From an optimization exercise on the open Yosys and OpenROAD flow, aimed at small area, a short achievable clock period and few clock cycles; shortcuts taken in it are not production practice.
Only the layout flow was run in this run; the RTL was not checked for function there.
Power is estimated from default activity; no workload was simulated.

===== design/flow/config.mk =====
export PLATFORM = sky130hd
export DESIGN_NAME = mips32
export DESIGN_NICKNAME = mips32
export VERILOG_FILES = /design/flow/design.v
export SDC_FILE = /design/flow/constraint.sdc
export NUM_CORES = 8
export LEC_CHECK = 0
export CAP_MARGIN = 20
export CORE_MARGIN = 2
export CORE_UTILIZATION = 40
export SLEW_MARGIN = 20

===== design/flow/constraint.sdc =====
create_clock -name core_clock -period 8.0 [get_ports {clk}]
set_input_delay 1.6000 -clock core_clock [delete_from_list [all_inputs] [get_ports {clk}]]
set_output_delay 1.6000 -clock core_clock [all_outputs]
set_load 0.01 [all_outputs]

===== design/flow/design.v =====
module mips32(
  input clk,
  input rst,
  output [9:0] imem_addr,
  input [31:0] imem_rdata,
  output [9:0] dmem_addr,
  output [31:0] dmem_wdata,
  output dmem_we,
  output dmem_re,
  input [31:0] dmem_rdata,
  output halted
);
  localparam NB = 4;       
  reg [9:0] fpc;           
  reg v_id;                
  reg hold;                
  reg [31:0] ir_hold;
  reg [9:0] pc_id;
  reg pred_id;             
  reg stop;                
  reg halt_r;
  reg [NB-1:0] bt_v;
  reg [9:0] bt_pc [0:NB-1];
  reg [9:0] bt_tg [0:NB-1];
  reg [1:0] bt_ptr;
  reg v_ex, ld_ex, st_ex, br_ex, bnez_ex, wr_ex, pred_ex;
  reg f_add, f_sub, f_slt, f_xor, f_and, f_or;
  reg [4:0] rd_ex;
  reg [31:0] Ax, Bx;
  reg [9:0] Tx;            
  reg [9:0] pc_ex;
  reg a_mem, a_wbl, a_wba, a_rf;    
  reg b_mem, b_wbl, b_wba, b_rf;    
  reg ld_mem, wr_mem, we_mem, re_mem;
  reg [4:0] rd_mem;
  reg [31:0] alu_mem, d_mem;
  reg [9:0] addr_mem;
  reg ld_wb, wr_wb;
  reg [4:0] rd_wb;
  reg [31:0] alu_wb;
  reg [31:0] rf [1:31];
  wire [31:0] w_data = ld_wb ? dmem_rdata : alu_wb;
  wire [31:0] opa = ({32{a_mem}} & alu_mem) | ({32{a_wbl}} & dmem_rdata)
                  | ({32{a_wba}} & alu_wb)  | ({32{a_rf}}  & Ax);
  wire [31:0] opb = ({32{b_mem}} & alu_mem) | ({32{b_wbl}} & dmem_rdata)
                  | ({32{b_wba}} & alu_wb)  | ({32{b_rf}}  & Bx);
  wire [31:0] bb = (f_sub | f_slt) ? ~opb : opb;
  wire [33:0] sum2 = {1'b0, opa, 1'b1} + {1'b0, bb, f_sub};    
  wire [32:0] sum = sum2[33:1];
  wire [31:0] alux = ({32{f_add | f_sub}} & sum[31:0])
                   | ({32{f_slt}} & {31'd0, sum[32]})
                   | ({32{f_xor}} & (opa ^ opb))
                   | ({32{f_and}} & (opa & opb))
                   | ({32{f_or}}  & (opa | opb));
  wire taken = bnez_ex ^ (opa == 32'd0);
  wire misp = v_ex & br_ex & (taken ^ pred_ex);
  wire [9:0] fix_pc = taken ? Tx : pc_ex + 10'd1;
  wire bt_alloc = v_ex & br_ex & taken & ~pred_ex;
  wire [31:0] IR = hold ? ir_hold : imem_rdata;
  wire [5:0] op  = IR[31:26];
  wire [4:0] rd  = IR[25:21];
  wire [4:0] rs1 = IR[20:16];
  wire [4:0] rs2 = IR[15:11];
  wire [4:0] rsb = op[5] ? rd : rs2;       
  wire is_alu = ~op[5] & (op[3:0] <= 4'd5);
  wire is_ld  = (op == 6'b110000);
  wire is_st  = (op == 6'b110001);
  wire is_br  = (op[5:1] == 5'b11010);
  wire is_hlt = (op == 6'b111111);
  wire is_imm = ~op[5] & op[4];
  wire use_a  = is_alu | is_ld | is_st | is_br;
  wire use_b  = (is_alu & ~op[4]) | is_st;
  wire live   = v_id & ~stop & ~misp;
  wire ex_a  = v_ex & wr_ex & (rd_ex == rs1);
  wire ex_b  = v_ex & wr_ex & (rd_ex == rsb);
  wire mem_a = wr_mem & (rd_mem == rs1);
  wire mem_b = wr_mem & (rd_mem == rsb);
  wire wb_a  = wr_wb & (rd_wb == rs1);
  wire wb_b  = wr_wb & (rd_wb == rsb);
  wire stall = live & ld_ex & ((use_a & ex_a) | (use_b & ex_b));
  reg [31:0] ra, rb;
  integer k;
  always @(*) begin
    ra = 32'd0;
    rb = 32'd0;
    for (k = 1; k < 32; k = k + 1) begin
      ra = ra | ({32{rs1 == k}} & rf[k]);
      rb = rb | ({32{rsb == k}} & rf[k]);
    end
  end
  wire [31:0] simm = {{16{IR[15]}}, IR[15:0]};
  wire [9:0] target = pc_id + 10'd1 + IR[9:0];
  reg bt_hit;
  reg [9:0] bt_next;
  always @(*) begin
    bt_hit = 1'b0;
    bt_next = fpc + 10'd1;
    for (k = 0; k < NB; k = k + 1)
      if (bt_v[k] & (bt_pc[k] == fpc)) begin
        bt_hit = 1'b1;
        bt_next = bt_tg[k];
      end
  end
  assign imem_addr = fpc;
  always @(posedge clk) begin
    if (rst) begin
      fpc <= 10'd0;
      v_id <= 1'b0;
      hold <= 1'b0;
      stop <= 1'b0;
      halt_r <= 1'b0;
      v_ex <= 1'b0;
      wr_mem <= 1'b0;
      we_mem <= 1'b0;
      re_mem <= 1'b0;
      wr_wb <= 1'b0;
      bt_v <= {NB{1'b0}};
      bt_ptr <= 2'd0;
    end
    else begin
      fpc <= misp ? fix_pc : stall ? fpc : bt_next;
      v_id <= ~misp;
      hold <= stall;
      if (live & is_hlt) stop <= 1'b1;
      halt_r <= stop;
      v_ex <= live & ~stall & (use_a | is_hlt);
      wr_mem <= v_ex & wr_ex;
      we_mem <= v_ex & st_ex;
      re_mem <= v_ex & ld_ex;
      wr_wb <= wr_mem;
      if (bt_alloc) begin
        bt_v[bt_ptr] <= 1'b1;
        bt_ptr <= bt_ptr + 2'd1;
      end
    end
    ir_hold <= IR;
    if (~stall) begin
      pc_id <= fpc;
      pred_id <= bt_hit;
    end
    if (bt_alloc) begin
      bt_pc[bt_ptr] <= pc_ex;
      bt_tg[bt_ptr] <= Tx;
    end
    ld_ex <= is_ld;
    st_ex <= is_st;
    br_ex <= is_br;
    bnez_ex <= op[0];
    pred_ex <= pred_id;
    pc_ex <= pc_id;
    wr_ex <= (is_alu | is_ld) & (rd != 5'd0);
    rd_ex <= rd;
    f_add <= ~op[5] & (op[3:0] == 4'd0);
    f_sub <= ~op[5] & (op[3:0] == 4'd1);
    f_xor <= ~op[5] & (op[3:0] == 4'd2);
    f_and <= ~op[5] & (op[3:0] == 4'd3);
    f_or  <= ~op[5] & (op[3:0] == 4'd4);
    f_slt <= ~op[5] & (op[3:0] == 4'd5);
    a_mem <= ex_a;
    a_wbl <= ~ex_a & mem_a & ld_mem;
    a_wba <= ~ex_a & mem_a & ~ld_mem;
    a_rf  <= ~ex_a & ~mem_a;
    b_mem <= ~is_imm & ex_b;
    b_wbl <= ~is_imm & ~ex_b & mem_b & ld_mem;
    b_wba <= ~is_imm & ~ex_b & mem_b & ~ld_mem;
    b_rf  <= is_imm | (~ex_b & ~mem_b);
    Ax <= wb_a ? w_data : ra;
    Bx <= is_imm ? simm : wb_b ? w_data : rb;
    Tx <= is_br ? target : IR[9:0];
    ld_mem <= ld_ex;
    rd_mem <= rd_ex;
    alu_mem <= alux;
    d_mem <= opb;
    addr_mem <= opa[9:0] + Tx;
    ld_wb <= ld_mem;
    rd_wb <= rd_mem;
    alu_wb <= alu_mem;
    if (wr_wb) rf[rd_wb] <= w_data;
  end
  assign dmem_addr  = addr_mem;
  assign dmem_wdata = d_mem;
  assign dmem_we    = we_mem;
  assign dmem_re    = re_mem;
  assign halted     = halt_r;
endmodule

===== design/flow/run.sh =====
#!/bin/bash
# synth_recipe.tcl (not shown) runs the flow's synth.tcl, then flattens the netlist and writes it again
# the make line also repeats each setting of config.mk as NAME=value (left out here)
make -C /OpenROAD-flow-scripts/flow DESIGN_CONFIG=/design/flow/config.mk WORK_HOME=/design/flow/orfs CLKGATE_MAP_FILE= SYNTH_SCRIPT=/design/flow/synth_recipe.tcl finish

==> impl_metrics.tcl <==
set metrics [dict create \
    hp-class "reg -> reg" \
    peakVddDrop_uv 174 \
    utilization_pct 46.4 \
    core_area_um2 149000 \
    criticalPathCategory "in -> reg" \
    worst_skew_pair.late_latency_ns 0.81 \
    cp-start-kind "primary input" \
    seq_area_um2 38100 \
    cts-buffers-inserted 142 \
    vias 50580 \
    finish.net_count 4838 \
    rows 142 \
    swShare_pct 26.5 \
    clockRootBuffer "sky130_fd_sc_hd__clkbuf_16" \
    run_status "finished clean" \
    timing.critical_path.slowest_cell_delay_ns 0.97 \
    postSynth.topFlopCell "sky130_fd_sc_hd__edfxtp_1" \
    first_global_vias 46025 \
    count_of_maximum_capacitance_violations 0 \
    yosys.cell_types.count 88 \
    timing.final.ws_setup_ns 2.13 \
    final_cells 6806 \
    worst-r2r-cell-count 13 \
    antenna_found_initial 26 \
    relSlewSlack_pct 12.5 \
    grt_pass1_wl_mm 382 \
    drt_pass1_iterations 15 \
    power.static_leakage_nw 23.6 \
    finalHoldViolations 0 \
    cts_max_level 4 \
    finalClockSkew_ns 0.0722 \
    r2r-end "Bx[0]$_DFF_P_" \
    synth_enable_flop_cells 1083 \
    worstSetupStartpoint "imem_rdata[14]" \
    register_area_share_after_synthesis_pct 63.4 \
    finalMaxSlewViolations 0 \
    least_margin_pin_slew_ns 1.31 \
    tns_ns 0 \
    postCtsResizedCells 0 \
    worst_setup_path_end_kind "register" \
    holdWs_ns 0.347 \
    wire_per_inst_um 42.0 \
    globalplace.congestion 1.02 \
    synth_cells 4520 \
    ctsLongestPathBuffers 3 \
    fillers 13083 \
    timing.rr.start "hold$_SDFF_PP0_" \
    cts_tree "yes" \
    ys.warnings.count 1 \
    start_util_pct 40.2 \
    fp.dieW_um 391 \
    floorplan.io_pins 121 \
    post-route-drc-count 0 \
    drt-total-wl_mm 286 \
    total_setup_buffers_inserted_after_cts 0 \
    tritoncts_num_sinks 1361 \
    synth-seq-cells 1361 \
    drt.antenna.violating_nets 0 \
    final.period_utilization_pct 73.4 \
    reg2reg_slack_ns 2.20 \
    placed_cells 6517 \
    post-place-ws_ns 1.69 \
    overall_die_area_um2 153000 \
    clk_transition_reported_paths_ns 0.06 \
    global_route.usage.total_pct 36.3 \
    p_sw_mw 4.47 \
    pwr_density_cell_nw_per_um2 243 \
    power_consumption_mw 16.8 \
    largest_net_degree_at_the_start_of_global_routing 39 \
    p_clk_share_pct 40.8 \
    cp_data_arrival_time_ns 6.54 \
    portion_of_total_power_attributed_to_combinational_logic_pct 11.4 \
    max_fo_critical_path 16 \
    pwr-share-seq_pct 47.8 \
    timing.critical_path.cells "clkdlybuf4s50_1 > mux2i_4 > inv_2 > nand2_1 > a2bb2oi_2 > nor2_4 > buf_4 > a22o_1 > a221oi_1 > nand4_1 > or4_1 > o221ai_1 > o21ai_0" \
    drive_gt1_share_pct 12.8 \
    timing.critical_path.required_ns 8.67 \
    finalSetupViolations 0 \
    io_buffer_count 120 \
    routed_via_density 7.43 \
    synth.avg_cell_area_um2 13.3 \
    die_height_um 391 \
    detailedPlacementHpwl_mm 165 \
    finalInstanceArea_um2 69300 \
    hold_buffers 0 \
    critical_path.endpoint "Bx[0]$_DFF_P_" \
    area_added_between_synthesis_and_finish_pct 15.5 \
    synthArstFlopShare_pct 0 \
    first_iter_violations 12144 \
    achievable-frequency_mhz 170 \
    critical_path.slowest_cell "sky130_fd_sc_hd__a2bb2oi_2" \
    multi_input_comb_area_um2 20900 \
    rsz0062_at_grt "false" \
    cell_area_after_placement_um2 64400 \
    syn-cell-area_um2 60000 \
    grt.overflow.total 0 \
    post-route-min-period_ns 5.87 \
    number_of_nets_produced_by_synthesis 4711 \
    intPower_mw 12.4 \
]
## sequential cells by signal (all words and copies together) (netlist names), 10 cells and up
signal    flops
rf          992
bt_pc        40
bt_tg        40
Ax           32
Bx           32
alu_mem      32
alu_wb       32
d_mem        32
ir_hold      28
Tx           10
addr_mem     10
fpc          10
pc_ex        10
pc_id        10
## worst min-delay path by stage
stage                                     start         endpoint  slack (ns)  cells past startpoint
after CTS                 pred_id$_SDFFCE_PP1N_  pred_ex$_DFF_P_        0.35                      0
after global placement    pred_id$_SDFFCE_PP1N_  pred_ex$_DFF_P_        0.33                      0
after global routing      pred_id$_SDFFCE_PP1N_  pred_ex$_DFF_P_        0.35                      0
after detailed placement  pred_id$_SDFFCE_PP1N_  pred_ex$_DFF_P_        0.33                      0
final                     pred_id$_SDFFCE_PP1N_  pred_ex$_DFF_P_        0.35                      0
after floorplan           pred_id$_SDFFCE_PP1N_  pred_ex$_DFF_P_        0.32                      0
## cell usage after synthesis, drive strengths merged (10+ instances only)
library cell	number	area [µm²]
a21o	15	113
a21oi	103	523
a221o	93	931
a221oi	178	1560
a222oi	67	671
a22o	291	2560
a22oi	452	3400
and2	22	138
and3	16	100
buf	62	332
clkbuf	238	893
dfxtp	278	5570
edfxtp	1083	32500
ha	122	1530
inv	140	526
mux2	68	777
mux2i	45	499
nand2	229	860
nand2b	12	75.1
nand3	107	548
nand4	103	644
nor2	164	616
nor3	66	330
nor4	31	215
o211ai	23	173
o21a	10	75.1
o21ai	119	596
o221ai	30	263
o22ai	16	100
or2	10	62.6
or3	15	93.8
or4	19	143
xnor2	138	1210
xor2	23	201
## critical path, delay by kind of cell
family / cells / cell delay [ns]
AOI/OAI and AO/OA: 5 / 1.86
and+or+nand+nor: 4 / 1.36
buffers and inverters: 3 / 1.16
muxes: 1 / 0.50
## kinds of logic after synthesis
family          count (synthesis)  share of synthesized area [%]
simple gates                  840                           6.99
xor+xnor                      161                           2.35
mux                           113                           2.13
fa+ha+maj                     125                           2.64
buf+inv                       440                           2.92
compound gates               1480                           19.5
flops                        1361                           63.4
## routing by layer
metal	GRT usage (%)	vias up	wire, µm
li1	-	18663	-
met5	0.255	-	207
met3	19.2	1776	51900
met4	22.8	24	23900
met1	43.7	24327	95400
met2	50.6	5790	114000
## area by class of cell
| cell class | count | area share (%) |
|---|---|---|
| timing repair buffer | 283 | 3.54 |
| sequential | 1361 | 54.9 |
| multi-input combinational | 2719 | 30.1 |
| inverter | 140 | 0.758 |
| tap | 2016 | 3.64 |
| clock buffer | 173 | 5.53 |
| clock inverter | 90 | 1.38 |
| antenna | 24 | 0.0866 |
## cells in the final DEF, fill, tap and decap left out, types with 24 or more instances in the layout
| master | n |
|---|---|
| sky130_fd_sc_hd__clkbuf_16 | 146 |
| sky130_fd_sc_hd__o21ai_0 | 107 |
| sky130_fd_sc_hd__nor2_4 | 65 |
| sky130_fd_sc_hd__clkdlybuf4s50_1 | 120 |
| sky130_fd_sc_hd__nor4_1 | 29 |
| sky130_fd_sc_hd__a21oi_1 | 98 |
| sky130_fd_sc_hd__a222oi_1 | 67 |
| sky130_fd_sc_hd__a221o_1 | 93 |
| sky130_fd_sc_hd__nand4_1 | 103 |
| sky130_fd_sc_hd__buf_4 | 159 |
| sky130_fd_sc_hd__mux2i_1 | 36 |
| sky130_fd_sc_hd__a22oi_1 | 450 |
| sky130_fd_sc_hd__dfxtp_1 | 275 |
| sky130_fd_sc_hd__o221ai_1 | 30 |
| sky130_fd_sc_hd__ha_1 | 122 |
| sky130_fd_sc_hd__a22o_1 | 289 |
| sky130_fd_sc_hd__edfxtp_1 | 1083 |
| sky130_fd_sc_hd__nor3_1 | 47 |
| sky130_fd_sc_hd__diode_2 | 24 |
| sky130_fd_sc_hd__nor2_1 | 98 |
| sky130_fd_sc_hd__inv_1 | 135 |
| sky130_fd_sc_hd__mux2_2 | 65 |
| sky130_fd_sc_hd__nand3_1 | 106 |
| sky130_fd_sc_hd__a221oi_1 | 178 |
| sky130_fd_sc_hd__nand2_1 | 228 |
| sky130_fd_sc_hd__xnor2_1 | 138 |
## power groups by stage
stage	Sequential [mW]	Combinational (mW)	Clock (mW)
after detailed placement	8.17	1.81	0
after global placement	8.17	1.79	0
final	8.04	1.92	6.86
after floorplan	8.10	1.05	0
after global routing	8.04	2.01	7.12
after CTS	8.02	1.82	6.83

-- what the ideal ports hide --
No port has a modelled driver above. Below, the same layout with a new extraction and two added sets of constraints. Step 1 (the two cells are an assumption about what drives the block):
set clk [get_ports {clk}]
set_driving_cell -lib_cell sky130_fd_sc_hd__clkbuf_16 $clk
set_driving_cell -lib_cell sky130_fd_sc_hd__buf_2 [delete_from_list [all_inputs] $clk]
Step 2 moves the port delays by t, midway between the first and last clock arrival at a register: inputs arrive t later, outputs are due t later. That takes back most of the time a late clock gives input paths. a / b / c = ideal / step 1 / step 2; a / b = the first two.
t (ns): 0.877
setup WS [ns]: 2.129 / 2.196 / 1.318
worst hold slack (ns): 0.347 / 0.347 / 0.347
cell pins on the clock port's net: 1
After both steps setup and hold are still met in this run. For this run, drivers alone change the setup slack by +0.067 ns; drivers and shift together by -0.811 ns.
